Context: an optimization exercise on an open-source flow, tuned for small area, a short achievable clock period and few clock cycles. The choices shown serve that exercise and are no tape-out recipe.
The RTL was checked by simulation tests, not by an equivalence proof against the original design.
The clock port is modelled as an ideal driver, which makes a skipped or thinned clock tree look cheaper than it is; a real chip needs a root buffer or a tree.
Power is estimated from default activity; no workload was simulated.

### design/flow/design.v
`default_nettype none
module seq_gcd (
	input  wire        clk,
	input  wire        rst_n,
	input  wire [31:0] la_write_a,
	input  wire [31:0] la_write_b,
	input  wire [31:0] a_i,
	input  wire [31:0] b_i,
	output wire [31:0] gcd_o,
	output wire [31:0] rdata,
	output reg         ready
);
	reg [31:0] a_q;
	reg [31:0] b_q;
	reg        busy;
	wire la_load = (&la_write_a) & (&la_write_b);
	function [4:0] enc;
		input [31:0] oh;
		integer i, j;
		begin
			for (j = 0; j < 5; j = j + 1) begin
				enc[j] = 1'b0;
				for (i = 0; i < 32; i = i + 1)
					if ((i >> j) & 1) enc[j] = enc[j] | oh[i];
			end
		end
	endfunction
	wire [31:0] ab = a_q | b_q;
	wire [32:0] hk;
	assign hk[0] = 1'b0;
	assign hk[1] = hk[0] | ab[0];
	assign hk[2] = hk[1] | ab[1];
	assign hk[3] = hk[2] | ab[2];
	assign hk[4] = hk[3] | ab[3];
	assign hk[5] = hk[4] | ab[4];
	assign hk[6] = hk[5] | ab[5];
	assign hk[7] = hk[6] | ab[6];
	assign hk[8] = hk[7] | ab[7];
	assign hk[9] = hk[8] | ab[8];
	assign hk[10] = hk[9] | ab[9];
	assign hk[11] = hk[10] | ab[10];
	assign hk[12] = hk[11] | ab[11];
	assign hk[13] = hk[12] | ab[12];
	assign hk[14] = hk[13] | ab[13];
	assign hk[15] = hk[14] | ab[14];
	assign hk[16] = hk[15] | ab[15];
	assign hk[17] = hk[16] | ab[16];
	assign hk[18] = hk[17] | ab[17];
	assign hk[19] = hk[18] | ab[18];
	assign hk[20] = hk[19] | ab[19];
	assign hk[21] = hk[20] | ab[20];
	assign hk[22] = hk[21] | ab[21];
	assign hk[23] = hk[22] | ab[22];
	assign hk[24] = hk[23] | ab[23];
	assign hk[25] = hk[24] | ab[24];
	assign hk[26] = hk[25] | ab[25];
	assign hk[27] = hk[26] | ab[26];
	assign hk[28] = hk[27] | ab[27];
	assign hk[29] = hk[28] | ab[28];
	assign hk[30] = hk[29] | ab[29];
	assign hk[31] = hk[30] | ab[30];
	assign hk[32] = hk[31] | ab[31];
	wire [31:0] low    = ab & ~hk[31:0];
	wire [4:0]  k      = enc(low);
	wire        a_lo   = |(a_q & low);
	wire        b_lo   = |(b_q & low);
	wire        zop    = 1'b0;
	wire [32:0] s0_v;
	wire [31:0] s0_p = a_q ^ ~b_q;
	wire [31:0] s0_g = a_q & ~b_q;
	wire s0_G1_0 = s0_g[1] | (s0_p[1] & (a_q[0] | ~b_q[0]));
	wire s0_G3_2 = s0_g[3] | (s0_p[3] & s0_g[2]);
	wire s0_P3_2 = s0_p[3] & s0_p[2];
	wire s0_G5_4 = s0_g[5] | (s0_p[5] & s0_g[4]);
	wire s0_P5_4 = s0_p[5] & s0_p[4];
	wire s0_G7_6 = s0_g[7] | (s0_p[7] & s0_g[6]);
	wire s0_P7_6 = s0_p[7] & s0_p[6];
	wire s0_G9_8 = s0_g[9] | (s0_p[9] & s0_g[8]);
	wire s0_P9_8 = s0_p[9] & s0_p[8];
	wire s0_G11_10 = s0_g[11] | (s0_p[11] & s0_g[10]);
	wire s0_P11_10 = s0_p[11] & s0_p[10];
	wire s0_G13_12 = s0_g[13] | (s0_p[13] & s0_g[12]);
	wire s0_P13_12 = s0_p[13] & s0_p[12];
	wire s0_G15_14 = s0_g[15] | (s0_p[15] & s0_g[14]);
	wire s0_P15_14 = s0_p[15] & s0_p[14];
	wire s0_G17_16 = s0_g[17] | (s0_p[17] & s0_g[16]);
	wire s0_P17_16 = s0_p[17] & s0_p[16];
	wire s0_G19_18 = s0_g[19] | (s0_p[19] & s0_g[18]);
	wire s0_P19_18 = s0_p[19] & s0_p[18];
	wire s0_G21_20 = s0_g[21] | (s0_p[21] & s0_g[20]);
	wire s0_P21_20 = s0_p[21] & s0_p[20];
	wire s0_G23_22 = s0_g[23] | (s0_p[23] & s0_g[22]);
	wire s0_P23_22 = s0_p[23] & s0_p[22];
	wire s0_G25_24 = s0_g[25] | (s0_p[25] & s0_g[24]);
	wire s0_P25_24 = s0_p[25] & s0_p[24];
	wire s0_G27_26 = s0_g[27] | (s0_p[27] & s0_g[26]);
	wire s0_P27_26 = s0_p[27] & s0_p[26];
	wire s0_G29_28 = s0_g[29] | (s0_p[29] & s0_g[28]);
	wire s0_P29_28 = s0_p[29] & s0_p[28];
	wire s0_G31_30 = s0_g[31] | (s0_p[31] & s0_g[30]);
	wire s0_P31_30 = s0_p[31] & s0_p[30];
	wire s0_G3_0 = s0_G3_2 | (s0_P3_2 & s0_G1_0);
	wire s0_G7_4 = s0_G7_6 | (s0_P7_6 & s0_G5_4);
	wire s0_P7_4 = s0_P7_6 & s0_P5_4;
	wire s0_G11_8 = s0_G11_10 | (s0_P11_10 & s0_G9_8);
	wire s0_P11_8 = s0_P11_10 & s0_P9_8;
	wire s0_G15_12 = s0_G15_14 | (s0_P15_14 & s0_G13_12);
	wire s0_P15_12 = s0_P15_14 & s0_P13_12;
	wire s0_G19_16 = s0_G19_18 | (s0_P19_18 & s0_G17_16);
	wire s0_P19_16 = s0_P19_18 & s0_P17_16;
	wire s0_G23_20 = s0_G23_22 | (s0_P23_22 & s0_G21_20);
	wire s0_P23_20 = s0_P23_22 & s0_P21_20;
	wire s0_G27_24 = s0_G27_26 | (s0_P27_26 & s0_G25_24);
	wire s0_P27_24 = s0_P27_26 & s0_P25_24;
	wire s0_G31_28 = s0_G31_30 | (s0_P31_30 & s0_G29_28);
	wire s0_P31_28 = s0_P31_30 & s0_P29_28;
	wire s0_G7_0 = s0_G7_4 | (s0_P7_4 & s0_G3_0);
	wire s0_G15_8 = s0_G15_12 | (s0_P15_12 & s0_G11_8);
	wire s0_P15_8 = s0_P15_12 & s0_P11_8;
	wire s0_G23_16 = s0_G23_20 | (s0_P23_20 & s0_G19_16);
	wire s0_P23_16 = s0_P23_20 & s0_P19_16;
	wire s0_G31_24 = s0_G31_28 | (s0_P31_28 & s0_G27_24);
	wire s0_P31_24 = s0_P31_28 & s0_P27_24;
	wire s0_G15_0 = s0_G15_8 | (s0_P15_8 & s0_G7_0);
	wire s0_G31_16 = s0_G31_24 | (s0_P31_24 & s0_G23_16);
	wire s0_P31_16 = s0_P31_24 & s0_P23_16;
	wire s0_G31_0 = s0_G31_16 | (s0_P31_16 & s0_G15_0);
	wire s0_G23_0 = s0_G23_16 | (s0_P23_16 & s0_G15_0);
	wire s0_G11_0 = s0_G11_8 | (s0_P11_8 & s0_G7_0);
	wire s0_G19_0 = s0_G19_16 | (s0_P19_16 & s0_G15_0);
	wire s0_G27_0 = s0_G27_24 | (s0_P27_24 & s0_G23_0);
	wire s0_G5_0 = s0_G5_4 | (s0_P5_4 & s0_G3_0);
	wire s0_G9_0 = s0_G9_8 | (s0_P9_8 & s0_G7_0);
	wire s0_G13_0 = s0_G13_12 | (s0_P13_12 & s0_G11_0);
	wire s0_G17_0 = s0_G17_16 | (s0_P17_16 & s0_G15_0);
	wire s0_G21_0 = s0_G21_20 | (s0_P21_20 & s0_G19_0);
	wire s0_G25_0 = s0_G25_24 | (s0_P25_24 & s0_G23_0);
	wire s0_G29_0 = s0_G29_28 | (s0_P29_28 & s0_G27_0);
	wire s0_G2_0 = s0_g[2] | (s0_p[2] & s0_G1_0);
	wire s0_G4_0 = s0_g[4] | (s0_p[4] & s0_G3_0);
	wire s0_G6_0 = s0_g[6] | (s0_p[6] & s0_G5_0);
	wire s0_G8_0 = s0_g[8] | (s0_p[8] & s0_G7_0);
	wire s0_G10_0 = s0_g[10] | (s0_p[10] & s0_G9_0);
	wire s0_G12_0 = s0_g[12] | (s0_p[12] & s0_G11_0);
	wire s0_G14_0 = s0_g[14] | (s0_p[14] & s0_G13_0);
	wire s0_G16_0 = s0_g[16] | (s0_p[16] & s0_G15_0);
	wire s0_G18_0 = s0_g[18] | (s0_p[18] & s0_G17_0);
	wire s0_G20_0 = s0_g[20] | (s0_p[20] & s0_G19_0);
	wire s0_G22_0 = s0_g[22] | (s0_p[22] & s0_G21_0);
	wire s0_G24_0 = s0_g[24] | (s0_p[24] & s0_G23_0);
	wire s0_G26_0 = s0_g[26] | (s0_p[26] & s0_G25_0);
	wire s0_G28_0 = s0_g[28] | (s0_p[28] & s0_G27_0);
	wire s0_G30_0 = s0_g[30] | (s0_p[30] & s0_G29_0);
	assign s0_v[0] = s0_p[0] ^ 1'b1;
	assign s0_v[1] = s0_p[1] ^ (a_q[0] | ~b_q[0]);
	assign s0_v[2] = s0_p[2] ^ s0_G1_0;
	assign s0_v[3] = s0_p[3] ^ s0_G2_0;
	assign s0_v[4] = s0_p[4] ^ s0_G3_0;
	assign s0_v[5] = s0_p[5] ^ s0_G4_0;
	assign s0_v[6] = s0_p[6] ^ s0_G5_0;
	assign s0_v[7] = s0_p[7] ^ s0_G6_0;
	assign s0_v[8] = s0_p[8] ^ s0_G7_0;
	assign s0_v[9] = s0_p[9] ^ s0_G8_0;
	assign s0_v[10] = s0_p[10] ^ s0_G9_0;
	assign s0_v[11] = s0_p[11] ^ s0_G10_0;
	assign s0_v[12] = s0_p[12] ^ s0_G11_0;
	assign s0_v[13] = s0_p[13] ^ s0_G12_0;
	assign s0_v[14] = s0_p[14] ^ s0_G13_0;
	assign s0_v[15] = s0_p[15] ^ s0_G14_0;
	assign s0_v[16] = s0_p[16] ^ s0_G15_0;
	assign s0_v[17] = s0_p[17] ^ s0_G16_0;
	assign s0_v[18] = s0_p[18] ^ s0_G17_0;
	assign s0_v[19] = s0_p[19] ^ s0_G18_0;
	assign s0_v[20] = s0_p[20] ^ s0_G19_0;
	assign s0_v[21] = s0_p[21] ^ s0_G20_0;
	assign s0_v[22] = s0_p[22] ^ s0_G21_0;
	assign s0_v[23] = s0_p[23] ^ s0_G22_0;
	assign s0_v[24] = s0_p[24] ^ s0_G23_0;
	assign s0_v[25] = s0_p[25] ^ s0_G24_0;
	assign s0_v[26] = s0_p[26] ^ s0_G25_0;
	assign s0_v[27] = s0_p[27] ^ s0_G26_0;
	assign s0_v[28] = s0_p[28] ^ s0_G27_0;
	assign s0_v[29] = s0_p[29] ^ s0_G28_0;
	assign s0_v[30] = s0_p[30] ^ s0_G29_0;
	assign s0_v[31] = s0_p[31] ^ s0_G30_0;
	assign s0_v[32] = ~s0_G31_0;
	wire        s0_neg  = s0_v[32];
	wire [31:0] s0_xy   = a_q ^ b_q;
	wire [32:0] s0_h;
	wire s0_h_1_0 = s0_xy[1] | s0_xy[0];
	wire s0_h_3_2 = s0_xy[3] | s0_xy[2];
	wire s0_h_5_4 = s0_xy[5] | s0_xy[4];
	wire s0_h_7_6 = s0_xy[7] | s0_xy[6];
	wire s0_h_9_8 = s0_xy[9] | s0_xy[8];
	wire s0_h_11_10 = s0_xy[11] | s0_xy[10];
	wire s0_h_13_12 = s0_xy[13] | s0_xy[12];
	wire s0_h_15_14 = s0_xy[15] | s0_xy[14];
	wire s0_h_17_16 = s0_xy[17] | s0_xy[16];
	wire s0_h_19_18 = s0_xy[19] | s0_xy[18];
	wire s0_h_21_20 = s0_xy[21] | s0_xy[20];
	wire s0_h_23_22 = s0_xy[23] | s0_xy[22];
	wire s0_h_25_24 = s0_xy[25] | s0_xy[24];
	wire s0_h_27_26 = s0_xy[27] | s0_xy[26];
	wire s0_h_29_28 = s0_xy[29] | s0_xy[28];
	wire s0_h_31_30 = s0_xy[31] | s0_xy[30];
	wire s0_h_3_0 = s0_h_3_2 | s0_h_1_0;
	wire s0_h_7_4 = s0_h_7_6 | s0_h_5_4;
	wire s0_h_11_8 = s0_h_11_10 | s0_h_9_8;
	wire s0_h_15_12 = s0_h_15_14 | s0_h_13_12;
	wire s0_h_19_16 = s0_h_19_18 | s0_h_17_16;
	wire s0_h_23_20 = s0_h_23_22 | s0_h_21_20;
	wire s0_h_27_24 = s0_h_27_26 | s0_h_25_24;
	wire s0_h_31_28 = s0_h_31_30 | s0_h_29_28;
	wire s0_h_7_0 = s0_h_7_4 | s0_h_3_0;
	wire s0_h_15_8 = s0_h_15_12 | s0_h_11_8;
	wire s0_h_23_16 = s0_h_23_20 | s0_h_19_16;
	wire s0_h_31_24 = s0_h_31_28 | s0_h_27_24;
	wire s0_h_15_0 = s0_h_15_8 | s0_h_7_0;
	wire s0_h_31_16 = s0_h_31_24 | s0_h_23_16;
	wire s0_h_31_0 = s0_h_31_16 | s0_h_15_0;
	wire s0_h_23_0 = s0_h_23_16 | s0_h_15_0;
	wire s0_h_11_0 = s0_h_11_8 | s0_h_7_0;
	wire s0_h_19_0 = s0_h_19_16 | s0_h_15_0;
	wire s0_h_27_0 = s0_h_27_24 | s0_h_23_0;
	wire s0_h_5_0 = s0_h_5_4 | s0_h_3_0;
	wire s0_h_9_0 = s0_h_9_8 | s0_h_7_0;
	wire s0_h_13_0 = s0_h_13_12 | s0_h_11_0;
	wire s0_h_17_0 = s0_h_17_16 | s0_h_15_0;
	wire s0_h_21_0 = s0_h_21_20 | s0_h_19_0;
	wire s0_h_25_0 = s0_h_25_24 | s0_h_23_0;
	wire s0_h_29_0 = s0_h_29_28 | s0_h_27_0;
	wire s0_h_2_0 = s0_xy[2] | s0_h_1_0;
	wire s0_h_4_0 = s0_xy[4] | s0_h_3_0;
	wire s0_h_6_0 = s0_xy[6] | s0_h_5_0;
	wire s0_h_8_0 = s0_xy[8] | s0_h_7_0;
	wire s0_h_10_0 = s0_xy[10] | s0_h_9_0;
	wire s0_h_12_0 = s0_xy[12] | s0_h_11_0;
	wire s0_h_14_0 = s0_xy[14] | s0_h_13_0;
	wire s0_h_16_0 = s0_xy[16] | s0_h_15_0;
	wire s0_h_18_0 = s0_xy[18] | s0_h_17_0;
	wire s0_h_20_0 = s0_xy[20] | s0_h_19_0;
	wire s0_h_22_0 = s0_xy[22] | s0_h_21_0;
	wire s0_h_24_0 = s0_xy[24] | s0_h_23_0;
	wire s0_h_26_0 = s0_xy[26] | s0_h_25_0;
	wire s0_h_28_0 = s0_xy[28] | s0_h_27_0;
	wire s0_h_30_0 = s0_xy[30] | s0_h_29_0;
	assign s0_h[0] = 1'b0;
	assign s0_h[1] = s0_xy[0];
	assign s0_h[2] = s0_h_1_0;
	assign s0_h[3] = s0_h_2_0;
	assign s0_h[4] = s0_h_3_0;
	assign s0_h[5] = s0_h_4_0;
	assign s0_h[6] = s0_h_5_0;
	assign s0_h[7] = s0_h_6_0;
	assign s0_h[8] = s0_h_7_0;
	assign s0_h[9] = s0_h_8_0;
	assign s0_h[10] = s0_h_9_0;
	assign s0_h[11] = s0_h_10_0;
	assign s0_h[12] = s0_h_11_0;
	assign s0_h[13] = s0_h_12_0;
	assign s0_h[14] = s0_h_13_0;
	assign s0_h[15] = s0_h_14_0;
	assign s0_h[16] = s0_h_15_0;
	assign s0_h[17] = s0_h_16_0;
	assign s0_h[18] = s0_h_17_0;
	assign s0_h[19] = s0_h_18_0;
	assign s0_h[20] = s0_h_19_0;
	assign s0_h[21] = s0_h_20_0;
	assign s0_h[22] = s0_h_21_0;
	assign s0_h[23] = s0_h_22_0;
	assign s0_h[24] = s0_h_23_0;
	assign s0_h[25] = s0_h_24_0;
	assign s0_h[26] = s0_h_25_0;
	assign s0_h[27] = s0_h_26_0;
	assign s0_h[28] = s0_h_27_0;
	assign s0_h[29] = s0_h_28_0;
	assign s0_h[30] = s0_h_29_0;
	assign s0_h[31] = s0_h_30_0;
	assign s0_h[32] = s0_h_31_0;
	wire        s0_zero = ~s0_h[32];
	wire [31:0] s0_u    = s0_v[31:0] ^ (s0_h[31:0] & {32{s0_neg}});
	wire [4:0]  s0_amt  = enc(s0_xy & ~s0_h[31:0]) - k;
	wire [2:0]  s0_sh   = (|s0_amt[4:3]) ? {3{1'b1}} : s0_amt[2:0];
	wire [31:0] s0_n    = s0_u >> s0_sh;
	wire [31:0] x1   = s0_neg ? a_q : b_q;         
	wire        pre1 = s0_neg ? ~a_lo : ~b_lo;    
	wire [31:0] y1   = s0_n & ~{32{pre1}};
	wire [32:0] s1_v;
	wire [31:0] s1_p = x1 ^ ~y1;
	wire [31:0] s1_g = x1 & ~y1;
	wire s1_G1_0 = s1_g[1] | (s1_p[1] & (x1[0] | ~y1[0]));
	wire s1_G3_2 = s1_g[3] | (s1_p[3] & s1_g[2]);
	wire s1_P3_2 = s1_p[3] & s1_p[2];
	wire s1_G5_4 = s1_g[5] | (s1_p[5] & s1_g[4]);
	wire s1_P5_4 = s1_p[5] & s1_p[4];
	wire s1_G7_6 = s1_g[7] | (s1_p[7] & s1_g[6]);
	wire s1_P7_6 = s1_p[7] & s1_p[6];
	wire s1_G9_8 = s1_g[9] | (s1_p[9] & s1_g[8]);
	wire s1_P9_8 = s1_p[9] & s1_p[8];
	wire s1_G11_10 = s1_g[11] | (s1_p[11] & s1_g[10]);
	wire s1_P11_10 = s1_p[11] & s1_p[10];
	wire s1_G13_12 = s1_g[13] | (s1_p[13] & s1_g[12]);
	wire s1_P13_12 = s1_p[13] & s1_p[12];
	wire s1_G15_14 = s1_g[15] | (s1_p[15] & s1_g[14]);
	wire s1_P15_14 = s1_p[15] & s1_p[14];
	wire s1_G17_16 = s1_g[17] | (s1_p[17] & s1_g[16]);
	wire s1_P17_16 = s1_p[17] & s1_p[16];
	wire s1_G19_18 = s1_g[19] | (s1_p[19] & s1_g[18]);
	wire s1_P19_18 = s1_p[19] & s1_p[18];
	wire s1_G21_20 = s1_g[21] | (s1_p[21] & s1_g[20]);
	wire s1_P21_20 = s1_p[21] & s1_p[20];
	wire s1_G23_22 = s1_g[23] | (s1_p[23] & s1_g[22]);
	wire s1_P23_22 = s1_p[23] & s1_p[22];
	wire s1_G25_24 = s1_g[25] | (s1_p[25] & s1_g[24]);
	wire s1_P25_24 = s1_p[25] & s1_p[24];
	wire s1_G27_26 = s1_g[27] | (s1_p[27] & s1_g[26]);
	wire s1_P27_26 = s1_p[27] & s1_p[26];
	wire s1_G29_28 = s1_g[29] | (s1_p[29] & s1_g[28]);
	wire s1_P29_28 = s1_p[29] & s1_p[28];
	wire s1_G31_30 = s1_g[31] | (s1_p[31] & s1_g[30]);
	wire s1_P31_30 = s1_p[31] & s1_p[30];
	wire s1_G3_0 = s1_G3_2 | (s1_P3_2 & s1_G1_0);
	wire s1_G7_4 = s1_G7_6 | (s1_P7_6 & s1_G5_4);
	wire s1_P7_4 = s1_P7_6 & s1_P5_4;
	wire s1_G11_8 = s1_G11_10 | (s1_P11_10 & s1_G9_8);
	wire s1_P11_8 = s1_P11_10 & s1_P9_8;
	wire s1_G15_12 = s1_G15_14 | (s1_P15_14 & s1_G13_12);
	wire s1_P15_12 = s1_P15_14 & s1_P13_12;
	wire s1_G19_16 = s1_G19_18 | (s1_P19_18 & s1_G17_16);
	wire s1_P19_16 = s1_P19_18 & s1_P17_16;
	wire s1_G23_20 = s1_G23_22 | (s1_P23_22 & s1_G21_20);
	wire s1_P23_20 = s1_P23_22 & s1_P21_20;
	wire s1_G27_24 = s1_G27_26 | (s1_P27_26 & s1_G25_24);
	wire s1_P27_24 = s1_P27_26 & s1_P25_24;
	wire s1_G31_28 = s1_G31_30 | (s1_P31_30 & s1_G29_28);
	wire s1_P31_28 = s1_P31_30 & s1_P29_28;
	wire s1_G7_0 = s1_G7_4 | (s1_P7_4 & s1_G3_0);
	wire s1_G15_8 = s1_G15_12 | (s1_P15_12 & s1_G11_8);
	wire s1_P15_8 = s1_P15_12 & s1_P11_8;
	wire s1_G23_16 = s1_G23_20 | (s1_P23_20 & s1_G19_16);
	wire s1_P23_16 = s1_P23_20 & s1_P19_16;
	wire s1_G31_24 = s1_G31_28 | (s1_P31_28 & s1_G27_24);
	wire s1_P31_24 = s1_P31_28 & s1_P27_24;
	wire s1_G15_0 = s1_G15_8 | (s1_P15_8 & s1_G7_0);
	wire s1_G31_16 = s1_G31_24 | (s1_P31_24 & s1_G23_16);
	wire s1_P31_16 = s1_P31_24 & s1_P23_16;
	wire s1_G31_0 = s1_G31_16 | (s1_P31_16 & s1_G15_0);
	wire s1_G23_0 = s1_G23_16 | (s1_P23_16 & s1_G15_0);
	wire s1_G11_0 = s1_G11_8 | (s1_P11_8 & s1_G7_0);
	wire s1_G19_0 = s1_G19_16 | (s1_P19_16 & s1_G15_0);
	wire s1_G27_0 = s1_G27_24 | (s1_P27_24 & s1_G23_0);
	wire s1_G5_0 = s1_G5_4 | (s1_P5_4 & s1_G3_0);
	wire s1_G9_0 = s1_G9_8 | (s1_P9_8 & s1_G7_0);
	wire s1_G13_0 = s1_G13_12 | (s1_P13_12 & s1_G11_0);
	wire s1_G17_0 = s1_G17_16 | (s1_P17_16 & s1_G15_0);
	wire s1_G21_0 = s1_G21_20 | (s1_P21_20 & s1_G19_0);
	wire s1_G25_0 = s1_G25_24 | (s1_P25_24 & s1_G23_0);
	wire s1_G29_0 = s1_G29_28 | (s1_P29_28 & s1_G27_0);
	wire s1_G2_0 = s1_g[2] | (s1_p[2] & s1_G1_0);
	wire s1_G4_0 = s1_g[4] | (s1_p[4] & s1_G3_0);
	wire s1_G6_0 = s1_g[6] | (s1_p[6] & s1_G5_0);
	wire s1_G8_0 = s1_g[8] | (s1_p[8] & s1_G7_0);
	wire s1_G10_0 = s1_g[10] | (s1_p[10] & s1_G9_0);
	wire s1_G12_0 = s1_g[12] | (s1_p[12] & s1_G11_0);
	wire s1_G14_0 = s1_g[14] | (s1_p[14] & s1_G13_0);
	wire s1_G16_0 = s1_g[16] | (s1_p[16] & s1_G15_0);
	wire s1_G18_0 = s1_g[18] | (s1_p[18] & s1_G17_0);
	wire s1_G20_0 = s1_g[20] | (s1_p[20] & s1_G19_0);
	wire s1_G22_0 = s1_g[22] | (s1_p[22] & s1_G21_0);
	wire s1_G24_0 = s1_g[24] | (s1_p[24] & s1_G23_0);
	wire s1_G26_0 = s1_g[26] | (s1_p[26] & s1_G25_0);
	wire s1_G28_0 = s1_g[28] | (s1_p[28] & s1_G27_0);
	wire s1_G30_0 = s1_g[30] | (s1_p[30] & s1_G29_0);
	assign s1_v[0] = s1_p[0] ^ 1'b1;
	assign s1_v[1] = s1_p[1] ^ (x1[0] | ~y1[0]);
	assign s1_v[2] = s1_p[2] ^ s1_G1_0;
	assign s1_v[3] = s1_p[3] ^ s1_G2_0;
	assign s1_v[4] = s1_p[4] ^ s1_G3_0;
	assign s1_v[5] = s1_p[5] ^ s1_G4_0;
	assign s1_v[6] = s1_p[6] ^ s1_G5_0;
	assign s1_v[7] = s1_p[7] ^ s1_G6_0;
	assign s1_v[8] = s1_p[8] ^ s1_G7_0;
	assign s1_v[9] = s1_p[9] ^ s1_G8_0;
	assign s1_v[10] = s1_p[10] ^ s1_G9_0;
	assign s1_v[11] = s1_p[11] ^ s1_G10_0;
	assign s1_v[12] = s1_p[12] ^ s1_G11_0;
	assign s1_v[13] = s1_p[13] ^ s1_G12_0;
	assign s1_v[14] = s1_p[14] ^ s1_G13_0;
	assign s1_v[15] = s1_p[15] ^ s1_G14_0;
	assign s1_v[16] = s1_p[16] ^ s1_G15_0;
	assign s1_v[17] = s1_p[17] ^ s1_G16_0;
	assign s1_v[18] = s1_p[18] ^ s1_G17_0;
	assign s1_v[19] = s1_p[19] ^ s1_G18_0;
	assign s1_v[20] = s1_p[20] ^ s1_G19_0;
	assign s1_v[21] = s1_p[21] ^ s1_G20_0;
	assign s1_v[22] = s1_p[22] ^ s1_G21_0;
	assign s1_v[23] = s1_p[23] ^ s1_G22_0;
	assign s1_v[24] = s1_p[24] ^ s1_G23_0;
	assign s1_v[25] = s1_p[25] ^ s1_G24_0;
	assign s1_v[26] = s1_p[26] ^ s1_G25_0;
	assign s1_v[27] = s1_p[27] ^ s1_G26_0;
	assign s1_v[28] = s1_p[28] ^ s1_G27_0;
	assign s1_v[29] = s1_p[29] ^ s1_G28_0;
	assign s1_v[30] = s1_p[30] ^ s1_G29_0;
	assign s1_v[31] = s1_p[31] ^ s1_G30_0;
	assign s1_v[32] = ~s1_G31_0;
	wire        s1_neg  = s1_v[32];
	wire [31:0] s1_xy   = x1 ^ y1;
	wire [32:0] s1_h;
	wire s1_h_1_0 = s1_xy[1] | s1_xy[0];
	wire s1_h_3_2 = s1_xy[3] | s1_xy[2];
	wire s1_h_5_4 = s1_xy[5] | s1_xy[4];
	wire s1_h_7_6 = s1_xy[7] | s1_xy[6];
	wire s1_h_9_8 = s1_xy[9] | s1_xy[8];
	wire s1_h_11_10 = s1_xy[11] | s1_xy[10];
	wire s1_h_13_12 = s1_xy[13] | s1_xy[12];
	wire s1_h_15_14 = s1_xy[15] | s1_xy[14];
	wire s1_h_17_16 = s1_xy[17] | s1_xy[16];
	wire s1_h_19_18 = s1_xy[19] | s1_xy[18];
	wire s1_h_21_20 = s1_xy[21] | s1_xy[20];
	wire s1_h_23_22 = s1_xy[23] | s1_xy[22];
	wire s1_h_25_24 = s1_xy[25] | s1_xy[24];
	wire s1_h_27_26 = s1_xy[27] | s1_xy[26];
	wire s1_h_29_28 = s1_xy[29] | s1_xy[28];
	wire s1_h_31_30 = s1_xy[31] | s1_xy[30];
	wire s1_h_3_0 = s1_h_3_2 | s1_h_1_0;
	wire s1_h_7_4 = s1_h_7_6 | s1_h_5_4;
	wire s1_h_11_8 = s1_h_11_10 | s1_h_9_8;
	wire s1_h_15_12 = s1_h_15_14 | s1_h_13_12;
	wire s1_h_19_16 = s1_h_19_18 | s1_h_17_16;
	wire s1_h_23_20 = s1_h_23_22 | s1_h_21_20;
	wire s1_h_27_24 = s1_h_27_26 | s1_h_25_24;
	wire s1_h_31_28 = s1_h_31_30 | s1_h_29_28;
	wire s1_h_7_0 = s1_h_7_4 | s1_h_3_0;
	wire s1_h_15_8 = s1_h_15_12 | s1_h_11_8;
	wire s1_h_23_16 = s1_h_23_20 | s1_h_19_16;
	wire s1_h_31_24 = s1_h_31_28 | s1_h_27_24;
	wire s1_h_15_0 = s1_h_15_8 | s1_h_7_0;
	wire s1_h_31_16 = s1_h_31_24 | s1_h_23_16;
	wire s1_h_31_0 = s1_h_31_16 | s1_h_15_0;
	wire s1_h_23_0 = s1_h_23_16 | s1_h_15_0;
	wire s1_h_11_0 = s1_h_11_8 | s1_h_7_0;
	wire s1_h_19_0 = s1_h_19_16 | s1_h_15_0;
	wire s1_h_27_0 = s1_h_27_24 | s1_h_23_0;
	wire s1_h_5_0 = s1_h_5_4 | s1_h_3_0;
	wire s1_h_9_0 = s1_h_9_8 | s1_h_7_0;
	wire s1_h_13_0 = s1_h_13_12 | s1_h_11_0;
	wire s1_h_17_0 = s1_h_17_16 | s1_h_15_0;
	wire s1_h_21_0 = s1_h_21_20 | s1_h_19_0;
	wire s1_h_25_0 = s1_h_25_24 | s1_h_23_0;
	wire s1_h_29_0 = s1_h_29_28 | s1_h_27_0;
	wire s1_h_2_0 = s1_xy[2] | s1_h_1_0;
	wire s1_h_4_0 = s1_xy[4] | s1_h_3_0;
	wire s1_h_6_0 = s1_xy[6] | s1_h_5_0;
	wire s1_h_8_0 = s1_xy[8] | s1_h_7_0;
	wire s1_h_10_0 = s1_xy[10] | s1_h_9_0;
	wire s1_h_12_0 = s1_xy[12] | s1_h_11_0;
	wire s1_h_14_0 = s1_xy[14] | s1_h_13_0;
	wire s1_h_16_0 = s1_xy[16] | s1_h_15_0;
	wire s1_h_18_0 = s1_xy[18] | s1_h_17_0;
	wire s1_h_20_0 = s1_xy[20] | s1_h_19_0;
	wire s1_h_22_0 = s1_xy[22] | s1_h_21_0;
	wire s1_h_24_0 = s1_xy[24] | s1_h_23_0;
	wire s1_h_26_0 = s1_xy[26] | s1_h_25_0;
	wire s1_h_28_0 = s1_xy[28] | s1_h_27_0;
	wire s1_h_30_0 = s1_xy[30] | s1_h_29_0;
	assign s1_h[0] = 1'b0;
	assign s1_h[1] = s1_xy[0];
	assign s1_h[2] = s1_h_1_0;
	assign s1_h[3] = s1_h_2_0;
	assign s1_h[4] = s1_h_3_0;
	assign s1_h[5] = s1_h_4_0;
	assign s1_h[6] = s1_h_5_0;
	assign s1_h[7] = s1_h_6_0;
	assign s1_h[8] = s1_h_7_0;
	assign s1_h[9] = s1_h_8_0;
	assign s1_h[10] = s1_h_9_0;
	assign s1_h[11] = s1_h_10_0;
	assign s1_h[12] = s1_h_11_0;
	assign s1_h[13] = s1_h_12_0;
	assign s1_h[14] = s1_h_13_0;
	assign s1_h[15] = s1_h_14_0;
	assign s1_h[16] = s1_h_15_0;
	assign s1_h[17] = s1_h_16_0;
	assign s1_h[18] = s1_h_17_0;
	assign s1_h[19] = s1_h_18_0;
	assign s1_h[20] = s1_h_19_0;
	assign s1_h[21] = s1_h_20_0;
	assign s1_h[22] = s1_h_21_0;
	assign s1_h[23] = s1_h_22_0;
	assign s1_h[24] = s1_h_23_0;
	assign s1_h[25] = s1_h_24_0;
	assign s1_h[26] = s1_h_25_0;
	assign s1_h[27] = s1_h_26_0;
	assign s1_h[28] = s1_h_27_0;
	assign s1_h[29] = s1_h_28_0;
	assign s1_h[30] = s1_h_29_0;
	assign s1_h[31] = s1_h_30_0;
	assign s1_h[32] = s1_h_31_0;
	wire        s1_zero = ~s1_h[32];
	wire [31:0] s1_u    = s1_v[31:0] ^ (s1_h[31:0] & {32{s1_neg}});
	wire [4:0]  s1_amt  = enc(s1_xy & ~s1_h[31:0]) - k;
	wire [2:0]  s1_sh   = (|s1_amt[4:3]) ? {3{1'b1}} : s1_amt[2:0];
	wire [31:0] s1_n    = s1_u >> s1_sh;
	wire        to_n0 = zop | pre1 | ~(s0_zero | s1_zero | s1_neg);
	wire [31:0] a_nx  = to_n0 ? s0_n : x1;
	wire [31:0] b_nx  = s1_n;
	wire        done  = zop | s0_zero | s1_zero;
	always @(posedge clk) begin
		a_q <= busy ? a_nx : a_i;
		b_q <= busy ? b_nx : b_i;
	end
	always @(posedge clk or negedge rst_n) begin
		if (~rst_n) begin
			busy  <= 1'b0;
			ready <= 1'b0;
		end else begin
			busy  <= busy ? ~done : la_load;
			ready <= busy & done;
		end
	end
	assign gcd_o = a_q;
	assign rdata = 32'd0;
endmodule
`default_nettype wire
### design/flow/flow/run.sh
#!/bin/bash
# The standard layout with these changes: port buffers use the smallest
# buffer cell (buf_1) instead of buffer_ports' default choice; after global
# placement, upsize.tcl gives the a_q flip-flops, which drive gcd_o, the next
# drive strength; after clock tree synthesis, clk4.tcl makes the clock tree
# one level of four clkbuf_16 buffers on the clock port.
set -euo pipefail
export BUFFER_PORTS_ARGS="-buffer_cell sky130_fd_sc_hd__buf_1"
export CTS_ARGS="-sink_clustering_enable -repair_clock_nets -dont_use_dummy_load -buf_list sky130_fd_sc_hd__clkbuf_4 -root_buf sky130_fd_sc_hd__clkbuf_8"
export POST_GLOBAL_PLACE_TCL="$(pwd)/flow/upsize.tcl"
export POST_CTS_TCL="$(pwd)/flow/clk4.tcl"
bash standard.sh > flow.log 2>&1
### design/flow/flow/clk4.tcl
# Sourced at the end of clock tree synthesis (POST_CTS_TCL). The design has
# only 66 flip-flops. CTS builds a root buffer driving eight leaf buffers;
# this makes the tree one level: the eight leaves are merged pairwise (by
# distance) into four clkbuf_16 buffers, which the clock port drives
# directly (the port feeds four cells), and the root buffer is removed.
# Every register still gets its clock through one buffer, as its neighbours.
set block [ord::get_db_block]
set db [ord::get_db]
set clk_net [$block findNet clk]
set root ""
foreach it [$clk_net getITerms] { set root [$it getInst] }
if {$root eq ""} { error "clk4.tcl: no clock root buffer" }
set root_out [[$root findITerm X] getNet]
set leaves {}
foreach it [$root_out getITerms] {
  set inst [$it getInst]
  if {$inst eq $root} { continue }
  if {![string match "sky130_fd_sc_hd__clkbuf_*" [[$inst getMaster] getName]]} {
    error "clk4.tcl: the root buffer drives [$inst getName], not a clock buffer"
  }
  lappend leaves $inst
}
if {[llength $leaves] != 8} { error "clk4.tcl: expected 8 leaf buffers, found [llength $leaves]" }
proc loc {inst} { return [$inst getLocation] }
proc dist {a b} {
  lassign [loc $a] ax ay
  lassign [loc $b] bx by
  return [expr {abs($ax - $bx) + abs($ay - $by)}]
}
# greedy pairing: repeatedly take the closest remaining pair
set left $leaves
set pairs {}
while {[llength $left] > 1} {
  set best ""
  set bd 1e18
  foreach a $left {
    foreach b $left {
      if {$a eq $b} { continue }
      set d [dist $a $b]
      if {$d < $bd} { set bd $d; set best [list $a $b] }
    }
  }
  lappend pairs $best
  set left [lsearch -all -inline -not -exact $left [lindex $best 0]]
  set left [lsearch -all -inline -not -exact $left [lindex $best 1]]
}
set big [$db findMaster sky130_fd_sc_hd__clkbuf_16]
set moved 0
foreach p $pairs {
  lassign $p keep drop
  set knet [[$keep findITerm X] getNet]
  set dnet [[$drop findITerm X] getNet]
  foreach it [$dnet getITerms] {
    if {[$it getInst] eq $drop} { continue }
    $it disconnect
    $it connect $knet
    incr moved
  }
  [$drop findITerm A] disconnect
  [$drop findITerm X] disconnect
  odb::dbInst_destroy $drop
  odb::dbNet_destroy $dnet
  $keep swapMaster $big
  set ka [$keep findITerm A]
  $ka disconnect
  $ka connect $clk_net
}
[$root findITerm A] disconnect
[$root findITerm X] disconnect
odb::dbInst_destroy $root
odb::dbNet_destroy $root_out
puts "clk4.tcl: [llength $pairs] leaf buffers on the clock port, $moved sinks moved"
detailed_placement
check_placement -verbose
estimate_parasitics -placement
report_clock_skew
### design/flow/flow/upsize.tcl
# Sourced after global placement (POST_GLOBAL_PLACE_TCL): gcd_o comes
# straight from the a_q flip-flops through the output buffers, so give those
# flip-flops the next drive strength (same cell type).
set block [ord::get_db_block]
set n 0
foreach inst [$block getInsts] {
  set name [$inst getName]
  set master [[$inst getMaster] getName]
  if {[string match {a_q*} $name] && $master eq "sky130_fd_sc_hd__dfxtp_1"} {
    $inst swapMaster [[ord::get_db] findMaster sky130_fd_sc_hd__dfxtp_2]
    incr n
  }
}
puts "upsize.tcl: $n flip-flops upsized"
### design/flow/standard.sh
#!/bin/bash
# synth_recipe.tcl (not shown) runs the flow's synth.tcl, then flattens the netlist and writes it again
# the make line also repeats each setting of config.mk as NAME=value (left out here)
make -C /OpenROAD-flow-scripts/flow DESIGN_CONFIG=/design/flow/config.mk WORK_HOME=/design/flow/orfs CLKGATE_MAP_FILE= SYNTH_SCRIPT=/design/flow/synth_recipe.tcl "${@:-finish}"
### design/flow/config.mk
export PLATFORM = sky130hd
export DESIGN_NAME = seq_gcd
export DESIGN_NICKNAME = seq_gcd
export VERILOG_FILES = /design/flow/design.v
export SDC_FILE = /design/flow/constraint.sdc
export NUM_CORES = 4
export LEC_CHECK = 0
export ABC_AREA = 1
export CAP_MARGIN = 20
export CORE_MARGIN = 2
export CORE_UTILIZATION = 50
export PLACE_DENSITY = 0.7
export SLEW_MARGIN = 20
### design/flow/constraint.sdc
create_clock -name core_clock -period 70.0 [get_ports {clk}]
set_input_delay 14.0000 -clock core_clock [delete_from_list [all_inputs] [get_ports {clk}]]
set_output_delay 14.0000 -clock core_clock [all_outputs]
set_load 0.01 [all_outputs]
==> notes.md <==
==> layout by cell type, fill, tap and decap left out, drive strengths merged, types with 5 or more instances in the layout <==
master   count
o2111ai     12
nand4       71
a2111oi      5
dfxtp       64
or2          7
nand3b       7
buf        166
xnor2       32
nor4        11
nor2       235
xor2        64
o22ai       11
a21oi       48
nand3      316
o21ai       58
fa          32
o211ai       5
o221ai       5
nor3        20
nand2      494
ha         103
inv        251
a211oi       7
conb        32
==> sequential cells by signal, summed over array words and instances, names as in the netlist <==
name   count
a_q       32
b_q       32
busy       1
ready      1
==> kinds of logic after synthesis <==
kind of cell | after synthesis
AND/OR/NAND/NOR | 1167
buffers and inverters | 358
XOR/XNOR | 96
other | 1
flip-flops | 66
adder cells (fa/ha/maj) | 135
AO/OA/AOI/OAI | 172
==> through the flow <==
stage	instance area, sq um	hold slack [ns]	instances	util, %
after floorplan	12100	0.545	2026	-
after global placement	12500	0.606	2406	53.4
after detailed placement	12600	0.603	2406	53.6
after global routing	12700	0.684	2410	54.0
final	12700	0.617	2410	54.0
==> power by group <==
group          total (uW)  leakage, uW  switching [uW]  internal (uW)
sequential           42.8     0.000568            3.00           39.8
combinational         373      0.00566             254            119
clock                23.2    0.0000493            12.7           10.4
total                 439      0.00628             270            169
==> Yosys cell counts, types with 7 or more instances <==
library cell                instances
sky130_fd_sc_hd__o22ai_1           11
sky130_fd_sc_hd__xnor2_1           32
sky130_fd_sc_hd__nand3b_1           7
sky130_fd_sc_hd__fa_1              32
sky130_fd_sc_hd__o21ai_0           55
sky130_fd_sc_hd__nor2_4             7
sky130_fd_sc_hd__nand4_1           69
sky130_fd_sc_hd__nand2_2           12
sky130_fd_sc_hd__xor2_1            64
sky130_fd_sc_hd__nand3_1          313
sky130_fd_sc_hd__nand2_1          480
sky130_fd_sc_hd__ha_1             103
sky130_fd_sc_hd__nor2_2            13
sky130_fd_sc_hd__a21oi_1           48
sky130_fd_sc_hd__a211oi_1           7
sky130_fd_sc_hd__buf_4             35
sky130_fd_sc_hd__dfxtp_1           64
sky130_fd_sc_hd__clkbuf_1          35
sky130_fd_sc_hd__buf_2             30
sky130_fd_sc_hd__inv_1            240
sky130_fd_sc_hd__nor4_1            10
sky130_fd_sc_hd__nor2_1           214
sky130_fd_sc_hd__o2111ai_1         12
sky130_fd_sc_hd__inv_2             12
sky130_fd_sc_hd__nor3_1            19
==> worst min-delay path, stage by stage, from the launching register on <==
cell and delay, ns:
sky130_fd_sc_hd__dfrtp_1 0.41, sky130_fd_sc_hd__nand3b_1 0.09, sky130_fd_sc_hd__nand3_1 0.08
==> final cells by class <==
cell class                      count  area (sq um)  share of cell area (%)
Clock buffer                        4           100                   0.789
Timing Repair Buffer              166           638                    5.03
Inverter                          253           951                    7.50
Multi-Input combinational cell   1602          9230                    72.7
Tap cell                          319           399                    3.15
Sequential cell                    66          1370                    10.8
==> path summary, 6_finish.rpt <==
path | slack [ns] | to | startpoint | cells past startpoint
max | 55.23 | gcd_o[10] | a_q[10]$_DFF_P_ | 1
min in group asynchronous | 13.61 | busy$_DFF_PN0_ | rst_n | 1
min | 0.62 | b_q[27]$_DFF_P_ | busy$_DFF_PN0_ | 2
max in group asynchronous | 56.26 | ready$_DFF_PN0_ | rst_n | 1
min reg2reg | 0.62 | b_q[27]$_DFF_P_ | busy$_DFF_PN0_ | 2
max reg2reg | 57.27 | b_q[19]$_DFF_P_ | b_q[0]$_DFF_P_ | 68
==> layer usage <==
layer,part of all wire [%],up-vias,track usage [%]
li1,-,6681,-
met1,46,6127,47.6
met2,40,693,45.2
met3,11,68,6.17
met4,3.0,0,9.59
met5,0,-,0
==> notes.md <==
The run finished with no timing, DRC or antenna violations. The source-to-sink clock delay at the later pin of the worst-skew pair came out at 0.16 ns. The share of the synthesized area in compound gates (AO/OA/AOI/OAI) came out at 8.80%. The placeable core region is 0.0235 sq mm.

Setup violations remaining at the end of the flow were counted as 0. The count of different cell masters after synthesis came out at 56. The number of synthesis warnings is 1.

After the first detailed-routing iteration, the DRC count stood at 1435. In the synthesized netlist the dominant register cell turns out to be sky130_fd_sc_hd__dfxtp_1. The placed wire-length estimate is 34400 microns. The count of nets left with antenna violations after detail routing is 0. For the final routed database, the setup TNS stands at 0 ns. After synthesis, the largest family of logic cells by area is simple AND/OR/NAND/NOR gates.

The largest area contributor in the synthesized netlist is sky130_fd_sc_hd__nand2_1. STA classifies the critical path startpoint as a flip-flop. Entering global routing, the biggest net connects 81 pins.

Grouping stages by cell kind, the critical path spends the most delay in flip-flops. The number of vias after detailed routing is 13.6k. For this block, the routed nets add up to 41700 microns of wire. The number of instances in the synthesized netlist is 1995.

The time the worst path needs with I/O delays and setup is 14.77 ns. In this run the power density over the cells is 34.6 mW/mm^2. For the pin with the worst max-slew slack, the measured transition is 1.06 ns. The worst-case IR drop observed on VDD is 0.0000303 V. The total power is 439 uW. The count of boundary I/O pins came out at 195. The net total in the final layout came out at 2358. The final critical-path share of the clock period came out at 21.1%. The number of flip-flops and latches in the synthesized netlist is 66. The overflow left after global routing is 0.

The largest individual stage delay along the critical path comes from the cell sky130_fd_sc_hd__dfxtp_2. The floorplan has 56 rows. The initial cell density of the core is 51.1%. The xor/xnor cell area share of the yosys netlist is 7.02%.

The combined buffer and inverter count along the critical path is 1. The total die area is 0.0252 sq mm. The fraction of layout instances using a drive strength above 1 came out at 4.88%. Across every metal layer, demand over resource in global routing totals 31.7%.

The first global-routing pass estimated 64200 microns of wire. The number of global-route vias before repair is 12.3k. The number of enable flip-flop cells after synthesis came out at 0.

The sink count of the clock tree is 66. The first detailed-routing pass ran for 7 iterations. The total count of max-transition violations in the final report came out at 0. A synthesized cell averages 6.01 sq um. The sequential share of the synthesized area came out at 11.1%. The number of antenna violations at the first check in global routing came out at 0. At the worst endpoint, the arrival time is 0.77 ns. The area share of the largest cell type after synthesis is 15.0%. In the routed layout, each cell is associated on average with a via count of 5.63.

The area growth from synthesis to layout came out at 5.86%. The multiplexer area fraction after synthesis is 0%. The fill cell instance count of the final layout came out at 2498. The count of endpoints failing hold in the final timing report came out at 0. The simple-gate share of the synthesized area is 44.0%. The clock transition at the register clock pins on the worst setup and hold paths after CTS came out at 0.08 ns. The leakage power figure is 0.00628 uW. Prior to clock tree synthesis, the placed netlist has a worst setup slack of 55.13 ns. The chip width came out at 159 microns. The routed wirelength normalized by instance count is 17.3 microns. The worst relative slew slack is 29.3%. The critical path required time came out at 56.00 ns.

Input and output buffers added on the ports amount to 162. The critical path goes through buf_1. The adder-cell area share of the yosys netlist is 16.1%. The y dimension of the die came out at 159 microns. The critical path in this run is classified as flip-flop to primary output. The timing-limited maximum frequency came out at 67.7 MHz. The setup skew after layout is 0.0153 ns.

Across all setup checks in the final design, the least slack found is 55.23 ns. The sort of element at the end of the critical path is a primary output. In this run the worst hold path is classified as flip-flop to flip-flop. The reported max-cap violation count is 0.

By area the synthesized netlist is led by sky130_fd_sc_hd__nand2_1 (15%), sky130_fd_sc_hd__nand3_1 (13%), sky130_fd_sc_hd__ha_1 (11%), sky130_fd_sc_hd__dfxtp_1 (11%), sky130_fd_sc_hd__inv_1 (7.5%). The post-synthesis cell area came out at 0.0120 sq mm. The repair_antennas step left the layout with diodes totalling 0.

In this design, the stage delay of the slowest critical-path cell is 0.43 ns. Setup repair after global routing left no endpoint under its margin. The share of synthesized flip-flops with an asynchronous set or reset is 3.03%. The peak fanout along the critical path is 5. The number of design rule violations left after detail routing is 0.
Testbench counts, summed over its fixed seeds: cycles 24,209.

what the ideal ports hide:
No port has a modelled driver above. Below, the same layout with a new extraction and two added sets of constraints. Step 1 assumes that a clkbuf_16 drives the clock port and a buf_2 every other input. Step 2 moves the port delays by t, midway between the first and last clock arrival at a register: inputs arrive t later, outputs are due t later. That takes back most of the time a late clock gives input paths. Slacks: no drivers / after step 1 / after step 2; pairs: no drivers / after step 1.
t, ns: 0.246
setup slack, ns: 55.229 / 55.136 / 55.117
hold slack, ns: 0.617 / 0.617 / 0.617
clock arrival spread, ns: 0.016 / 0.016
After both steps setup and hold are still met in this run. The setup slack of this run moves by -0.093 ns with the drivers and by -0.112 ns with both steps.
